Context: an optimization exercise on an open-source flow, tuned for small area and a short achievable clock period. The choices shown serve that exercise and are no tape-out recipe. Only simulation tests tie the RTL to the original design; equivalence was not proved. No activity file was given, so power comes from the tool's default toggle rates.

==> flow/design.v, too long to show whole: its modules and the start of the top module <==
// module alu: 1077 lines
module alu # ( parameter WIDTH = 16, CMD_WIDTH = 4 ) (
	input clk, rst,
	input CE,
	input CIN,
	input mode,
	input [1:0] INP_INVALID,
	input [ CMD_WIDTH-1 :0] CMD,
	input [ WIDTH-1 :0] opa,
	input [ WIDTH-1 :0] opb,
	output reg ERR, OFLOW, g , l, e, cout,
	output reg [ 2 * WIDTH :0] RES
);
  // ...
==> flow/flow/run.sh <==
#!/bin/bash
# The standard layout (the standard.sh, all of its steps), with two changes:
#  - synthesis: Yosys's synth command also gets -noabc, so its quick generic
#    ABC pass does not rewrite the full adders before extract_fa maps them (that
#    pass leaves an inverter between most pairs of adder cells).  The rest of
#    the synthesis script is synth_recipe.tcl unchanged (-nofsm -noshare,
#    flatten, renames), and ORFS's own ABC mapping still runs afterwards.
#  - placement: buffer_ports uses sky130_fd_sc_hd__buf_2 for the port buffers
#    instead of the delay cell it picks by default; every input and output port
#    still gets its own buffer.
# The make output is kept in standard.log.
set -euo pipefail
{
  echo 'proc synth {args} { yosys synth -nofsm -noshare -noabc {*}$args }'
  tail -n +2 synth_recipe.tcl
} > synth_noabc.tcl
bash standard.sh SYNTH_SCRIPT="$PWD/synth_noabc.tcl" \
  BUFFER_PORTS_ARGS="-buffer_cell sky130_fd_sc_hd__buf_2" finish > standard.log 2>&1
==> flow/standard.sh <==
#!/bin/bash
# synth_recipe.tcl (not shown) runs the flow's synth.tcl, then flattens the netlist and writes it again
# the make line also repeats each setting of config.mk as NAME=value (left out here)
make -C /OpenROAD-flow-scripts/flow DESIGN_CONFIG=/design/flow/config.mk WORK_HOME=/design/flow/orfs CLKGATE_MAP_FILE= SYNTH_SCRIPT=/design/flow/synth_recipe.tcl "${@:-finish}"
==> flow/config.mk <==
export PLATFORM = sky130hd
export DESIGN_NAME = alu
export DESIGN_NICKNAME = alu
export VERILOG_FILES = /design/flow/design.v
export SDC_FILE = /design/flow/constraint.sdc
export NUM_CORES = 4
export LEC_CHECK = 0
export ABC_AREA = 1
export CAP_MARGIN = 20
export CORE_MARGIN = 2
export CORE_UTILIZATION = 40
export SETUP_SLACK_MARGIN = 0.7
export SLEW_MARGIN = 20
==> flow/constraint.sdc <==
create_clock -name core_clock -period 9.0 [get_ports {clk}]
set_input_delay 1.8000 -clock core_clock [delete_from_list [all_inputs] [get_ports {clk}]]
set_output_delay 1.8000 -clock core_clock [all_outputs]
set_load 0.01 [all_outputs]
==> impl_table.tex, run 1 <==
\begin{tabular}{lr}
\hline
Metric & Value \\
\hline
\multicolumn{2}{l}{\textbf{STA}} \\
\quad Final Worst Setup Slack & 0.970 ns \\
\quad Final hold violation count & 0 \\
\quad Final worst clock skew & 0 ns \\
\quad Number of pins with negative max-slew slack in the final report & 0 \\
\multicolumn{2}{l}{\textbf{Placement}} \\
\quad Pre-CTS worst setup slack & 0.612 ns \\
\multicolumn{2}{l}{\textbf{CTS}} \\
\quad Largest buffer count on any clock path & 2 \\
\quad Post-CTS Setup Inserts & 0 \\
\quad CTS Buf Count & 5 \\
\quad Cell at the root of the clock tree & sky130\_fd\_sc\_hd\_\_clkbuf\_16 \\
\multicolumn{2}{l}{\textbf{Floorplan}} \\
\quad Tapcells & 390 \\
\quad Floorplan row count & 63 \\
\multicolumn{2}{l}{\textbf{Final layout}} \\
\quad Number of non-clock buffers in the layout & 126 \\
\multicolumn{2}{l}{\textbf{Yosys}} \\
\quad Multiplexer area fraction after synthesis & 0\% \\
\quad Largest family of logic cells by synthesized area & adder cells \\
\quad Cell taking the most area after synthesis & sky130\_fd\_sc\_hd\_\_fa\_1 \\
\quad Post-synthesis sequential element count & 39 \\
\quad Netlist area before placement & 0.0119 sq mm \\
\quad Fraction of the mapped netlist area in compound gates & 9.99\% \\
\quad Sequential fraction of the synthesis area & 8.19\% \\
\quad Main area contributors after synthesis & sky130\_fd\_sc\_hd\_\_fa\_1 (39\%), sky130\_fd\_sc\_hd\_\_nor2\_1 (12\%), sky130\_fd\_sc\_hd\_\_nand2\_1 (8.3\%) \\
\quad Synth Net Count & 1874 \\
\multicolumn{2}{l}{\textbf{Route}} \\
\quad Drc violations & 0 \\
\quad TritonRoute pass-1 iters & 6 \\
\quad WL met3 & 3150 microns \\
\quad Total length of routed met2 wires & 19900 microns \\
\multicolumn{2}{l}{\textbf{Power and ir drop}} \\
\quad Internal power component & 0.000422 W \\
\quad Worst IR Drop VDD & 0.0000742 V \\
\quad Leakage dissipation & 7.32 nW \\
\multicolumn{2}{l}{\textbf{Setup path}} \\
\quad Startpoint kind of the worst setup timing path & primary input \\
\quad Critical Path End Type & flop \\
\quad Setup crit start & opb[3] \\
\multicolumn{2}{l}{\textbf{Worst hold path}} \\
\quad Worst Min Path Start & e\$\_DFFE\_PP0P\_ \\
\multicolumn{2}{l}{\textbf{Run}} \\
\quad Reported max-cap violation count & 0 \\
\multicolumn{2}{l}{\textbf{Outcome}} \\
\quad Result of the run & timing/DRC/antenna clean \\
\hline
\end{tabular}
==> run 2, diff against run 1 <==
==> flow/flow/run.sh (replaced) <==
#!/bin/bash
# The standard layout (the standard.sh, all of its steps), with these changes:
#  - synthesis: Yosys's synth command also gets -noabc, so its quick generic
#    ABC pass does not rewrite the full adders before extract_fa maps them (that
#    pass leaves an inverter between most pairs of adder cells); and ORFS's
#    technology-mapping ABC call runs flow/abc_map.script instead of
#    abc_area.script (same mapping, without ABC's own buffering).  Everything
#    else in the synthesis is ORFS's synth.tcl and synth_recipe.tcl unchanged
#    (-nofsm -noshare, flatten, renames).
#  - placement: buffer_ports uses sky130_fd_sc_hd__buf_1 for the port buffers
#    instead of the delay cell it picks by default; every input and output port
#    still gets its own buffer.
# The make output is kept in standard.log.
set -euo pipefail
here="$PWD"
grep -q 'log_cmd abc {\*}\$abc_args' "$FLOW_HOME/scripts/synth.tcl"
sed "s|log_cmd abc {\*}\$abc_args|log_cmd abc -script $here/flow/abc_map.script {*}[lrange \$abc_args 2 end]|" \
  "$FLOW_HOME/scripts/synth.tcl" > synth_body.tcl
{
  echo 'proc synth {args} { yosys synth -nofsm -noshare -noabc {*}$args }'
  echo "source $here/synth_body.tcl"
  tail -n +3 synth_recipe.tcl
} > synth_own.tcl
bash standard.sh SYNTH_SCRIPT="$here/synth_own.tcl" \
  BUFFER_PORTS_ARGS="-buffer_cell sky130_fd_sc_hd__buf_1" finish > standard.log 2>&1
==> flow/flow/abc_map.script (new file) <==
strash
dch
map
topo
stime -c
upsize -c
dnsize -c
--- a/flow/config.mk
+++ b/flow/config.mk
@@ -10,4 +10,3 @@
 export CORE_MARGIN = 2
 export CORE_UTILIZATION = 40
-export SETUP_SLACK_MARGIN = 0.7
 export SLEW_MARGIN = 20
==> impl_table.tex, run 2 <==
\begin{tabular}{lr}
\hline
Metric & Value \\
\hline
\multicolumn{2}{l}{\textbf{STA}} \\
\quad Timing-limited maximum frequency & 116 MHz (was 125 MHz) \\
\quad Final Worst Setup Slack & 0.352 ns (was 0.970 ns) \\
\quad Final Cycle Share & 96.1\% (was 89.2\%) \\
\quad Number of pins with negative max-slew slack in the final report & 0 (unchanged) \\
\quad Actual transition at the worst max-transition pin & 1.06 ns (was 0.960 ns) \\
\quad Final hold violation count & 0 (unchanged) \\
\quad Max transition margin & 29.1\% (was 36.0\%) \\
\quad Final worst clock skew & 0 ns (unchanged) \\
\quad Post-layout min period & 8.65 ns (was 8.03 ns) \\
\quad Final number of setup-violating endpoints & 0 (unchanged) \\
\multicolumn{2}{l}{\textbf{Floorplan}} \\
\quad Floorplan die area & 0.0300 sq mm (was 0.0312 sq mm) \\
\quad Initial core utilization & 40.9\% (was 40.4\%) \\
\quad Die height & 173 microns (was 177 microns) \\
\quad Boundary Pins & 82 (unchanged) \\
\quad X dimension of the die & 173 microns (was 177 microns) \\
\quad Core Footprint & 0.0280 sq mm (was 0.0295 sq mm) \\
\quad Floorplan row count & 61 (was 63) \\
\multicolumn{2}{l}{\textbf{Setup path}} \\
\quad Dominant cell type by count on the critical path & sky130\_fd\_sc\_hd\_\_fa\_1 (unchanged) \\
\quad Startpoint kind of the worst setup timing path & primary input (unchanged) \\
\quad Buffer and inverter count on the worst path & 3 (was 4) \\
\quad Critical Path End Type & flop (unchanged) \\
\quad Highest fanout seen on the critical path & 16 (was 15) \\
\quad Startpoint of the most critical register-to-register path & RES[15]\$\_DFFE\_PP0P\_ (was RES[5]\$\_DFFE\_PP0P\_) \\
\quad Slowest stage cell on the critical path & sky130\_fd\_sc\_hd\_\_o21ai\_2 (was sky130\_fd\_sc\_hd\_\_fa\_2) \\
\quad Setup crit start & CMD[1] (was opb[3]) \\
\quad Peak per-stage delay on the critical path & 0.62 ns (was 0.60 ns) \\
\quad Arrival time at the worst endpoint & 8.82 ns (was 8.24 ns) \\
\quad Cell family with most CP delay & adder cells (unchanged) \\
\quad Req. time, crit path & 9.17 ns (was 9.21 ns) \\
\quad Critical path start-end classification & in -> reg (unchanged) \\
\quad Worst-path cell chain & buf\_1 -> inv\_2 -> nor2\_2 -> nand3\_4 -> o21ai\_2 -> nor2\_1 -> fa\_1 -> fa\_1 -> fa\_1 -> fa\_1 -> fa\_1 -> fa\_1 -> ha\_1 -> a21oi\_1 -> o21ai\_0 -> a21oi\_1 -> nand2\_1 -> fa\_1 -> o21ai\_0 -> a31oi\_4 -> buf\_12 -> a21oi\_1 \\
\multicolumn{2}{l}{\textbf{Yosys}} \\
\quad Synthesized area divided by synthesized cell count & 8.54 sq um (was 7.75 sq um) \\
\quad Post-synthesis sequential element count & 39 (unchanged) \\
\quad Netlist area before placement & 0.0115 sq mm (was 0.0119 sq mm) \\
\quad Post-Syn Instances & 1342 (was 1538) \\
\quad Cell with the most instances after synthesis & sky130\_fd\_sc\_hd\_\_nor2\_1 (unchanged) \\
\quad Sequential fraction of the synthesis area & 8.52\% (was 8.19\%) \\
\quad Distinct cell type count after synthesis & 55 (was 52) \\
\quad Share of synthesized registers carrying an async set or reset & 100\% (unchanged) \\
\quad Cell taking the most area after synthesis & sky130\_fd\_sc\_hd\_\_fa\_1 (unchanged) \\
\quad Number of enable-type register cells in the synthesized netlist & 0 (unchanged) \\
\quad Count of yosys warnings during synthesis & 1 (unchanged) \\
\quad Main area contributors after synthesis & sky130\_fd\_sc\_hd\_\_fa\_1 (40\%), sky130\_fd\_sc\_hd\_\_nor2\_1 (11\%), sky130\_fd\_sc\_hd\_\_dfrtp\_1 (8.5\%) (was sky130\_fd\_sc\_hd\_\_fa\_1 (39\%), sky130\_fd\_sc\_hd\_\_nor2\_1 (12\%), sky130\_fd\_sc\_hd\_\_nand2\_1 (8.3\%)) \\
\quad Synth Net Count & 1678 (was 1874) \\
\quad Prevailing post-synth register cell & sky130\_fd\_sc\_hd\_\_dfrtp\_1 (unchanged) \\
\quad Area share of the leading cell type in the synthesized netlist & 40.4\% (was 38.8\%) \\
\quad Top cells by instance count after synthesis & sky130\_fd\_sc\_hd\_\_nor2\_1 (333), sky130\_fd\_sc\_hd\_\_fa\_1 (231), sky130\_fd\_sc\_hd\_\_nand2\_1 (136) (was sky130\_fd\_sc\_hd\_\_nor2\_1 (396), sky130\_fd\_sc\_hd\_\_nand2\_1 (263), sky130\_fd\_sc\_hd\_\_fa\_1 (231)) \\
\multicolumn{2}{l}{\textbf{CTS}} \\
\quad \# H-tree levels & 2 (unchanged) \\
\quad Clk sinks & 39 (unchanged) \\
\quad Largest buffer count on any clock path & 2 (unchanged) \\
\quad Cell at the root of the clock tree & sky130\_fd\_sc\_hd\_\_clkbuf\_16 (unchanged) \\
\quad Cts hold-fix bufs & 0 (unchanged) \\
\quad Clock Pin Slew Worst Setup and Hold Paths & 0.07 ns (was 0.06 ns) \\
\quad CTS Buf Count & 5 (unchanged) \\
\quad Latest clock arrival within the worst-skew pair & 0.29 ns (was 0.28 ns) \\
\quad TritonCTS clock tree & built (unchanged) \\
\multicolumn{2}{l}{\textbf{Final layout}} \\
\quad Register name with the most flops & RES (unchanged) \\
\quad Commonest non-fill, non-tap cells in the layout & sky130\_fd\_sc\_hd\_\_nor2\_1 (332), sky130\_fd\_sc\_hd\_\_fa\_1 (231), sky130\_fd\_sc\_hd\_\_nand2\_1 (136), sky130\_fd\_sc\_hd\_\_nand3\_1 (93), sky130\_fd\_sc\_hd\_\_a21oi\_1 (91) (was sky130\_fd\_sc\_hd\_\_nor2\_1 (395), sky130\_fd\_sc\_hd\_\_nand2\_1 (263), sky130\_fd\_sc\_hd\_\_fa\_1 (230), sky130\_fd\_sc\_hd\_\_inv\_1 (121), sky130\_fd\_sc\_hd\_\_nand3\_1 (83)) \\
\quad Area delta synth->final & 14.0\% (was 9.39\%) \\
\quad Footprint of the multi-input gates & 0.0102 sq mm (about the same) \\
\quad Most common cell after layout, fill and taps aside & sky130\_fd\_sc\_hd\_\_nor2\_1 (unchanged) \\
\quad Flip-flop count of the largest register after layout & 33 (unchanged) \\
\quad Register Area & 976 sq um (unchanged) \\
\quad Share of post-route cells with drive strength above 1 & 8.55\% (was 12.2\%) \\
\quad Number of fill cells in the layout & 2842 (was 3067) \\
\quad Number of nets in the layout & 1844 (was 1944) \\
\multicolumn{2}{l}{\textbf{Route}} \\
\quad Post-detailed-route via-to-cell ratio & 6.11 (was 5.64) \\
\quad Remaining antenna violation count after routing & 0 (unchanged) \\
\quad Final Routed Wirelength & 44900 microns (was 41200 microns) \\
\quad Violation count after the first detailed-route iteration & 999 (was 1203) \\
\quad Drc violations & 0 (unchanged) \\
\quad Number of vias in the routed layout & 11500 (was 11300) \\
\quad TritonRoute pass-1 iters & 5 (was 6) \\
\quad Wirelength per Cell & 23.8 microns (was 20.6 microns) \\
\multicolumn{2}{l}{\textbf{Placement}} \\
\quad Routability Congestion & 1.04 (was 0.966) \\
\quad Pre-CTS worst setup slack & -0.0118 ns (was 0.612 ns) \\
\quad Detail Placement HPWL & 35800 microns (was 32400 microns) \\
\quad Total of buffers placed on input and output ports & 81 (unchanged) \\
\multicolumn{2}{l}{\textbf{Global route}} \\
\quad Number of antenna violations at the first check in global routing & 0 (was 1) \\
\quad Largest net degree at the start of global routing & 45 (was 52) \\
\quad GRT overflow & 0 (unchanged) \\
\quad First-pass GRT wire length & 70200 microns (was 64400 microns) \\
\quad Via count of the first global-routing pass & 12000 (was 11700) \\
\quad Total global routing track utilization & 30.5\% (was 26.9\%) \\
\multicolumn{2}{l}{\textbf{Run}} \\
\quad Reported max-cap violation count & 0 (unchanged) \\
\multicolumn{2}{l}{\textbf{Worst hold path}} \\
\quad Type of the most critical hold path & reg -> reg (unchanged) \\
\quad Worst Min Path Start & g\$\_DFFE\_PP0P\_ (was e\$\_DFFE\_PP0P\_) \\
\multicolumn{2}{l}{\textbf{Power and ir drop}} \\
\quad Leakage dissipation & 6.46 nW (was 7.32 nW) \\
\quad Worst IR Drop VDD & 0.0000568 V (was 0.0000742 V) \\
\quad P per Cell Area & 56.0 mW/mm\^{}2 (was 55.3 mW/mm\^{}2) \\
\quad PnR Total Power & 0.000731 W (was 0.000721 W) \\
\multicolumn{2}{l}{\textbf{Outcome}} \\
\quad Result of the run & timing/DRC/antenna clean (unchanged) \\
\hline
\end{tabular}
## run 2: path summary, 6_finish.rpt
check,end,slack (ns),depth (start not counted)
worst max-delay path,RES[27]$_DFFE_PP0P_,0.35,22
worst min-delay path,g$_DFFE_PP0P_,0.49,2
worst max register to register,RES[15]$_DFFE_PP0P_,8.28,2
worst min register to register,g$_DFFE_PP0P_,0.49,2
max in group asynchronous,l$_DFFE_PP0P_,7.02,3
min in group asynchronous,RES[24]$_DFFE_PP0P_,1.61,3
## run 2: cell type report
class / count / area share, %
clock inverter: 3 / 0.355
antenna: 1 / 0.0192
clock buffer: 5 / 0.958
inverter: 81 / 2.35
sequential: 39 / 7.47
timing repair buffer: 159 / 7.21
multi-input combinational: 1222 / 78.0
tap: 378 / 3.62
## run 2: layer usage
metal	global-route usage (%)	part of all wire [%]	vias up
met1	40.5	41	5890
met3	3.53	6.4	112
li1	-	-	4995
met2	51.9	49	538
met5	0	0	-
met4	10.1	3.7	0
## run 2: cell families (layout without fill, tap and decap cells)
| kind of cell | after synthesis | after routing | share of synthesized area [%] |
|---|---|---|---|
| and+or+nand+nor | 637 | 637 | 24.0 |
| adders and majority gates | 293 | 293 | 47.1 |
| AOI/OAI and AO/OA | 271 | 271 | 16.1 |
| buffers and inverters | 81 | 248 | 2.68 |
| DFF | 39 | 39 | 8.52 |
| xor gates and xnor gates | 21 | 21 | 1.61 |
| other | 0 | 1 | 0 |
## run 2: timing repair
| item | 4_1_cts | 5_1_grt |
|---|---|---|
| gates resized for setup | 0 | 3 |
| setup buffers | 0 | 1 |
| hold endpoints to repair | 0 | 0 |
| setup endpoints to repair | 0 | 19 |
## run 2: power breakdown
part	internal [W]	switching (W)	leakage, nW
Sequential	0.000190	0.00000964	0.482
Clock	0.000132	0.0000863	0.0804
Combinational	0.0000968	0.000216	5.90
Total	0.000419	0.000312	6.46
## run 2: worst min-delay path, stage by stage (launching register included)
cell	delay, ns
sky130_fd_sc_hd__dfrtp_1	0.35
sky130_fd_sc_hd__nand2_1	0.05
sky130_fd_sc_hd__nand2_1	0.06
## run 2: metrics by stage
step                      area, sq um  hold WS, ns  util [%]  cells  setup TNS (ns)
after floorplan                 11500        0.515         -   1342               0
after global routing            13100        0.514      46.6   1887         -0.0730
after detailed placement        12800        0.464      45.9   1878         -0.0573
after CTS                       13000        0.486      46.5   1886               0
final                           13100        0.490      46.6   1888               0
after global placement          12800        0.470      45.9   1878               0

## separate check: timing with driven ports
How much do the figures lean on ideal ports? The routed layouts below were timed once more, with nothing changed but the port constraints. Step 1 sets driving cells, clkbuf_16 on the clock port and buf_2 on the other inputs (assumed; they add their load-dependent delay and slew). Step 2 times the ports against the registers' clock, not the clock port: input delays grow and output delays shrink by t, the midpoint of the rising clock arrivals with the driver on. Slacks: ideal ports / drivers / drivers and shift; pairs: ideal ports / drivers.
| run | shift t [ns] | slack for setup (ns) | worst hold slack (ns) | worst slew at a driven data input, ns |
|---|---|---|---|---|
| run 1 | 0.312 | 0.970 / 0.974 / 0.662 | 0.490 / 0.490 / 0.490 | 0.07 |
| run 2 | 0.332 | 0.352 / 0.362 / 0.030 | 0.490 / 0.490 / 0.490 | 0.09 |
After both steps every run listed still meets setup and hold. For run 2, which loses most, drivers alone change the setup slack by +0.010 ns; drivers and shift together by -0.322 ns.
